This design comes from an exercise in tuning for small area on the open sky130 flow, not from production work. Only simulation tests tie the RTL to the original design; equivalence was not proved. Power is estimated from default activity; no workload was simulated.

==> inputs of 04-04 <==
// filter_all
module filter_all (
    input             clk,
    input             clk_enable,
    input             reset,
    input      [31:0] filter_in,
    output reg [31:0] filter_out_all,
    input      [15:0] filter_gain_100_1k_1,
    input      [15:0] filter_gain_100_1k_2,
    input      [15:0] filter_gain_1k_3k_1,
    input      [15:0] filter_gain_1k_3k_2,
    input      [15:0] filter_gain_3k_5k_1,
    input      [15:0] filter_gain_3k_5k_2,
    input      [15:0] filter_gain_5k_8k_1,
    input      [15:0] filter_gain_5k_8k_2,
    input      [15:0] filter_gain_6k_15k_1,
    input      [15:0] filter_gain_6k_15k_2
);
  reg [5:0] cnt;
  always @(posedge clk or negedge reset)
    if (!reset) cnt <= 6'd0;
    else if (cnt == 6'd33) cnt <= 6'd0;
    else cnt <= cnt + 6'd1;
  wire f0  = (cnt == 6'd0);
  wire f32 = (cnt == 6'd32);
  wire [4:0] k = cnt[4:0];              
  reg f33, stp1, stp2, sfst, slst;
  always @(posedge clk or negedge reset)
    if (!reset) begin
      f33 <= 1'b0; stp1 <= 1'b0; stp2 <= 1'b0; sfst <= 1'b0; slst <= 1'b0;
    end else begin
      f33  <= f32;
      stp1 <= ~cnt[5] & ~cnt[4];
      stp2 <= ~cnt[5] & cnt[4];
      sfst <= ~cnt[5] & (cnt[3:0] == 4'd0);
      slst <= ~cnt[5] & (cnt[3:0] == 4'd15);
    end
  wire [16:0] d1;
  eq_zero z1 (.clk(clk), .rst(reset), .f0(f0), .f32(f32),
              .x(filter_in[31:16]), .d(d1));
  wire [31:0] s927, c927, s1966, c1966, s3056, c3056, s2238, c2238;
  eq_amul #(.A(927))  m0 (.d(d1), .s(s927),  .c(c927));
  eq_amul #(.A(1966)) m1 (.d(d1), .s(s1966), .c(c1966));
  eq_amul #(.A(3056)) m3 (.d(d1), .s(s3056), .c(c3056));
  eq_amul #(.A(2238)) m4 (.d(d1), .s(s2238), .c(c2238));
  wire [15:0] o0, o1, o2, o3, o4;
  ...
Settings: LEC_CHECK=0, CAP_MARGIN=20, CORE_MARGIN=2, CORE_UTILIZATION=65, CTS_BUF_LIST=sky130_fd_sc_hd__clkbuf_8 sky130_fd_sc_hd__clkbuf_16, CTS_CLUSTER_DIAMETER=70, CTS_CLUSTER_SIZE=25, SLEW_MARGIN=20; clock period 10.0 ns.
run.sh (not shown) runs the stock make flow with config.mk's settings and CLKGATE_MAP_FILE= SYNTH_SCRIPT=/design/flow/synth_recipe.tcl, a recipe that flattens the netlist after the stock synthesis.
==> 08-08: changes against 04-04 <==
--- a/flow/design.v
+++ b/flow/design.v
@@ -97,122 +97,94 @@
     input         clk,
     input         rst,
     input         f0,
     input         f32,
     input         f33,
-    input         stp1,
-    input         stp2,
+    input         ser,
     input         sfst,
     input         slst,
-    input  [4:0]  k,
+    input  [3:0]  k,
     input  [31:0] zs1,
     input  [31:0] zc1,
     input  [15:0] g1,
     input  [15:0] g2,
     output [15:0] dout
 );
   wire [15:0] y1, y2;
-  wire [31:0] ntp1, ntp2;
-  wire [15:0] h11, h12, h21, h22;
-  wire        hv11, hv12, hv21, hv22;
-  wire [16:0] sum;
-  eq_pole p1 (
-    .clk(clk), .rst(rst), .f33(f33), .stp(stp1), .sum(sum),
-    .zs(zs1), .zc(zc1), .ntp(ntp1),
-    .h1(h11), .h2(h12), .hv1(hv11), .hv2(hv12), .y(y1));
+  eq_pole #(.B2(B2), .B3(B3)) p1 (
+    .clk(clk), .rst(rst), .f33(f33), .ser(ser), .sfst(sfst), .slst(slst), .k(k),
+    .zs(zs1), .zc(zc1), .y(y1));
   wire [15:0] x2 = y1 << g1;
   wire [16:0] d2;
   eq_zero z2 (.clk(clk), .rst(rst), .f0(f0), .f32(f32), .x(x2), .d(d2));
   wire [31:0] zs2, zc2;
   eq_amul #(.A(A)) m2 (.d(d2), .s(zs2), .c(zc2));
-  eq_pole p2 (
-    .clk(clk), .rst(rst), .f33(f33), .stp(stp2), .sum(sum),
-    .zs(zs2), .zc(zc2), .ntp(ntp2),
-    .h1(h21), .h2(h22), .hv1(hv21), .hv2(hv22), .y(y2));
+  eq_pole #(.B2(B5), .B3(B6)) p2 (
+    .clk(clk), .rst(rst), .f33(f33), .ser(ser), .sfst(sfst), .slst(slst), .k(k),
+    .zs(zs2), .zc(zc2), .y(y2));
   assign dout = y2 << g2;
-  reg bit1, bit2, ph;
-  always @(posedge clk) begin
-    bit1 <= k[4] ? (h21[k[3:0]] & hv21) : (h11[k[3:0]] & hv11);
-    bit2 <= k[4] ? (h22[k[3:0]] & hv22) : (h12[k[3:0]] & hv12);
-    ph   <= k[4];
-  end
-  localparam signed [16:0] C2  = -B2;
-  localparam signed [16:0] C3  = -B3;
-  localparam signed [16:0] C23 = -(B2 + B3);
-  localparam signed [16:0] C5  = -B5;
-  localparam signed [16:0] C6  = -B6;
-  localparam signed [16:0] C56 = -(B5 + B6);
-  reg signed [16:0] xa;
-  always @(*)
-    case ({ph, slst, bit1, bit2})
-      4'b0001: xa = C3;
-      4'b0010: xa = C2;
-      4'b0011: xa = C23;
-      4'b0101: xa = -C3;
-      4'b0110: xa = -C2;
-      4'b0111: xa = -C23;
-      4'b1001: xa = C6;
-      4'b1010: xa = C5;
-      4'b1011: xa = C56;
-      4'b1101: xa = -C6;
-      4'b1110: xa = -C5;
-      4'b1111: xa = -C56;
-      default: xa = 17'sd0;
-    endcase
-  wire [16:0] acc = sfst ? 17'd0 : (ph ? {ntp2[31], ntp2[31:16]} : {ntp1[31], ntp1[31:16]});
-  eq_rca #(.W(17)) add (.a(acc), .b(xa), .ci(1'b0), .s(sum));
 endmodule
 module eq_zero (
     input         clk,
     input         rst,
     input         f0,
     input         f32,
     input  [15:0] x,
-    output [16:0] d
+    output reg [16:0] d
 );
   reg [15:0] r0, r1, r2, v0, v2;
   reg [15:0] s0, s2;
-  wire        sh  = (x != r0);
-  wire [15:0] r1n = sh ? r0 : r1;
-  wire [15:0] r2n = sh ? r1 : r2;
-  wire        e0  = f32 & (x == s0);
-  wire        e2  = f32 & (r2n == s2);
+  reg q1, q2;
+  wire sh = (x != r0);
+  wire e0 = f32 & (x == s0);
+  wire e2 = f32 & (sh ? q1 : q2);
   wire signed [15:0] n0 = e0 ? s0 : v0;
   wire signed [15:0] n2 = e2 ? s2 : v2;
   always @(posedge clk or negedge rst)
     if (!rst) begin
       r0 <= 16'd0; r1 <= 16'd0; r2 <= 16'd0;
       v0 <= 16'd0; v2 <= 16'd0;
     end else begin
       r0 <= x;
-      r1 <= r1n;
-      r2 <= r2n;
+      if (sh) begin
+        r1 <= r0; r2 <= r1;
+      end
       v0 <= n0;
       v2 <= n2;
     end
   always @(posedge clk)
     if (f0) begin
       s0 <= r0; s2 <= r2;
     end
-  eq_add #(.W(17)) sub (.a({v0[15], v0}), .b(~{v2[15], v2}), .ci(1'b1), .s(d));
+  wire [16:0] dn;
+  eq_add #(.W(17)) sub (.a({n0[15], n0}), .b(~{n2[15], n2}), .ci(1'b1), .s(dn));
+  always @(posedge clk)
+    d <= dn;
+  always @(posedge clk) begin
+    q1 <= ((sh ? r0 : r1) == s2);
+    q2 <= ((sh ? r1 : r2) == s2);
+  end
 endmodule
-module eq_pole (
-    input             clk,
-    input             rst,
-    input             f33,
-    input             stp,
-    input      [16:0] sum,
-    input      [31:0] zs,
-    input      [31:0] zc,
-    output reg [31:0] ntp,
-    output reg [15:0] h1,
-    output reg [15:0] h2,
-    output reg        hv1,
-    output reg        hv2,
+module eq_pole #(
+    parameter integer B2 = 0,
+    parameter integer B3 = 0
+) (
+    input         clk,
+    input         rst,
+    input         f33,
+    input         ser,
+    input         sfst,
+    input         slst,
+    input  [3:0]  k,
+    input  [31:0] zs,
+    input  [31:0] zc,
     output reg [15:0] y
 );
-  reg         shifted;
+  reg [15:0] h1, h2;
+  reg        hv1, hv2;
+  reg        shifted;
+  reg [31:0] ntp;
   wire [31:0] ts, tc;
   eq_csa #(.W(32)) sub (.a(zs), .b(zc), .c(ntp), .s(ts), .y(tc));
   wire [31:0] t;
   eq_add #(.W(32)) cpa (.a(ts), .b({tc[30:0], 1'b0}), .ci(1'b0), .s(t));
   wire [15:0] ynew = t[31:16];
@@ -229,12 +201,25 @@
     end
   always @(posedge clk)
     if (f33 & chg) begin
       h1 <= y; h2 <= h1;
     end
+  reg         bit1, bit2;
+  always @(posedge clk) begin
+    bit1 <= h1[k] & hv1;
+    bit2 <= h2[k] & hv2;
+  end
+  wire signed [15:0] c2 = -B2;
+  wire signed [15:0] c3 = -B3;
+  wire signed [15:0] c23 = -(B2 + B3);
+  wire signed [15:0] xs = bit1 ? (bit2 ? c23 : c2) : (bit2 ? c3 : 16'sd0);
+  wire signed [16:0] xa = slst ? -{xs[15], xs} : {xs[15], xs};
+  wire signed [16:0] acc = sfst ? 17'sd0 : {ntp[31], ntp[31:16]};
+  wire signed [16:0] sum;
+  eq_rca #(.W(17)) add (.a(acc), .b(xa), .ci(1'b0), .s(sum));
   always @(posedge clk)
-    if (stp & ~shifted)
+    if (ser & ~shifted)
       ntp <= {sum[16:1], sum[0], ntp[15:1]};
 endmodule
 module filter_all (
     input             clk,
     input             clk_enable,
@@ -257,21 +242,20 @@
     if (!reset) cnt <= 6'd0;
     else if (cnt == 6'd33) cnt <= 6'd0;
     else cnt <= cnt + 6'd1;
   wire f0  = (cnt == 6'd0);
   wire f32 = (cnt == 6'd32);
-  wire [4:0] k = cnt[4:0];              
-  reg f33, stp1, stp2, sfst, slst;
+  wire [3:0] k = cnt[3:0];              
+  reg f33, ser, sfst, slst;
   always @(posedge clk or negedge reset)
     if (!reset) begin
-      f33 <= 1'b0; stp1 <= 1'b0; stp2 <= 1'b0; sfst <= 1'b0; slst <= 1'b0;
+      f33 <= 1'b0; ser <= 1'b0; sfst <= 1'b0; slst <= 1'b0;
     end else begin
       f33  <= f32;
-      stp1 <= ~cnt[5] & ~cnt[4];
-      stp2 <= ~cnt[5] & cnt[4];
-      sfst <= ~cnt[5] & (cnt[3:0] == 4'd0);
-      slst <= ~cnt[5] & (cnt[3:0] == 4'd15);
+      ser  <= ~cnt[5] & ~cnt[4];
+      sfst <= f0;
+      slst <= (cnt == 6'd15);
     end
   wire [16:0] d1;
   eq_zero z1 (.clk(clk), .rst(reset), .f0(f0), .f32(f32),
               .x(filter_in[31:16]), .d(d1));
   wire [31:0] s927, c927, s1966, c1966, s3056, c3056, s2238, c2238;
@@ -279,27 +263,27 @@
   eq_amul #(.A(1966)) m1 (.d(d1), .s(s1966), .c(c1966));
   eq_amul #(.A(3056)) m3 (.d(d1), .s(s3056), .c(c3056));
   eq_amul #(.A(2238)) m4 (.d(d1), .s(s2238), .c(c2238));
   wire [15:0] o0, o1, o2, o3, o4;
   eq_band #(.A(927),  .B2(-32478), .B3(16097), .B5(-30279), .B6(14116)) b0 (
-    .clk(clk), .rst(reset), .f0(f0), .f32(f32), .f33(f33), .stp1(stp1), .stp2(stp2), .sfst(sfst), .slst(slst), .k(k),
+    .clk(clk), .rst(reset), .f0(f0), .f32(f32), .f33(f33), .ser(ser), .sfst(sfst), .slst(slst), .k(k),
     .zs1(s927), .zc1(c927),
     .g1(filter_gain_100_1k_1), .g2(filter_gain_100_1k_2), .dout(o0));
   eq_band #(.A(1966), .B2(-30704), .B3(14659), .B5(-27287), .B6(12647)) b1 (
-    .clk(clk), .rst(reset), .f0(f0), .f32(f32), .f33(f33), .stp1(stp1), .stp2(stp2), .sfst(sfst), .slst(slst), .k(k),
+    .clk(clk), .rst(reset), .f0(f0), .f32(f32), .f33(f33), .ser(ser), .sfst(sfst), .slst(slst), .k(k),
     .zs1(s1966), .zc1(c1966),
     .g1(filter_gain_1k_3k_1), .g2(filter_gain_1k_3k_2), .dout(o1));
   eq_band #(.A(1966), .B2(-24232), .B3(13199), .B5(-27761), .B6(14044)) b2 (
-    .clk(clk), .rst(reset), .f0(f0), .f32(f32), .f33(f33), .stp1(stp1), .stp2(stp2), .sfst(sfst), .slst(slst), .k(k),
+    .clk(clk), .rst(reset), .f0(f0), .f32(f32), .f33(f33), .ser(ser), .sfst(sfst), .slst(slst), .k(k),
     .zs1(s1966), .zc1(c1966),
     .g1(filter_gain_3k_5k_1), .g2(filter_gain_3k_5k_2), .dout(o2));
   eq_band #(.A(3056), .B2(-20931), .B3(12567), .B5(-13402), .B6(11679)) b3 (
-    .clk(clk), .rst(reset), .f0(f0), .f32(f32), .f33(f33), .stp1(stp1), .stp2(stp2), .sfst(sfst), .slst(slst), .k(k),
+    .clk(clk), .rst(reset), .f0(f0), .f32(f32), .f33(f33), .ser(ser), .sfst(sfst), .slst(slst), .k(k),
     .zs1(s3056), .zc1(c3056),
     .g1(filter_gain_5k_8k_2), .g2(filter_gain_5k_8k_2), .dout(o3));
   eq_band #(.A(2238), .B2(-29802), .B3(14189), .B5(-25864), .B6(19134)) b4 (
-    .clk(clk), .rst(reset), .f0(f0), .f32(f32), .f33(f33), .stp1(stp1), .stp2(stp2), .sfst(sfst), .slst(slst), .k(k),
+    .clk(clk), .rst(reset), .f0(f0), .f32(f32), .f33(f33), .ser(ser), .sfst(sfst), .slst(slst), .k(k),
     .zs1(s2238), .zc1(c2238),
     .g1(filter_gain_6k_15k_1), .g2(filter_gain_6k_15k_2), .dout(o4));
   wire [18:0] a0 = {3'd0, o0}, a1 = {3'd0, o1}, a2 = {3'd0, o2},
               a3 = {3'd0, o3}, a4 = {3'd0, o4};
   wire [18:0] u1s, u1c, u2s, u2c, u3s, u3c, sn;
==> flow/config.mk (replaced) <==
export PLATFORM = sky130hd
export DESIGN_NAME = filter_all
export DESIGN_NICKNAME = filter_all
export VERILOG_FILES = /design/flow/design.v
export SDC_FILE = /design/flow/constraint.sdc
export NUM_CORES = 8
export LEC_CHECK = 0
export CAP_MARGIN = 20
export CORE_MARGIN = 2
export CORE_UTILIZATION = 40
export SLEW_MARGIN = 20
==> summary of the runs <==
In 08-08 the via count is lower than in 04-04, by 0.25%.
Sequential power: 08-08 is lower than 04-04 (about 3%).
Of 04-04 and 08-08, 08-08 has the higher synthesized cell count (gap about 3%, measured against 08-08).
In 08-08 the global-route usage is lower than in 04-04, by 13 points.
Against 08-08, the design area of 04-04 is lower by 7.2%.
In 08-08 the total power is smaller than in 04-04, by 17%.
The combinational power of 04-04 is 9.6 times that of 08-08.
Clock power: 08-08 is larger than 04-04 (38%).
Hold slack: 04-04 is higher than 08-08 (0.027 ns).
In 04-04 the wire length is lower than in 08-08, by 2.9%.

what the ideal ports hide:
How much do the figures lean on ideal ports? The routed layouts below were timed once more, with nothing changed but the port constraints.
Step 1 assumes that a clkbuf_16 drives the clock port and a buf_2 every other input.
Step 2 adds t to the input delays and takes it off the output delays; t is the mean of the earliest and latest rising clock arrival at the registers after step 1. Input paths then give back, and output paths get back, about the clock's delay inside the block.
a / b / c = ideal / step 1 / step 2; a / b = the first two.
run	t (ns)	setup WS [ns]	worst hold slack (ns)	latest minus earliest clock arrival (ns)
04-04	0.885	0.642 / 0.642 / 0.642	0.432 / 0.432 / 0.432	0.051 / 0.051
08-08	0.941	1.373 / 1.373 / 0.614	0.405 / 0.405 / 0.405	0.089 / 0.090
After both steps setup and hold are still met in every run listed. The setup slack of 08-08, which loses most, moves by 0.000 ns with the drivers and by -0.759 ns with both steps.
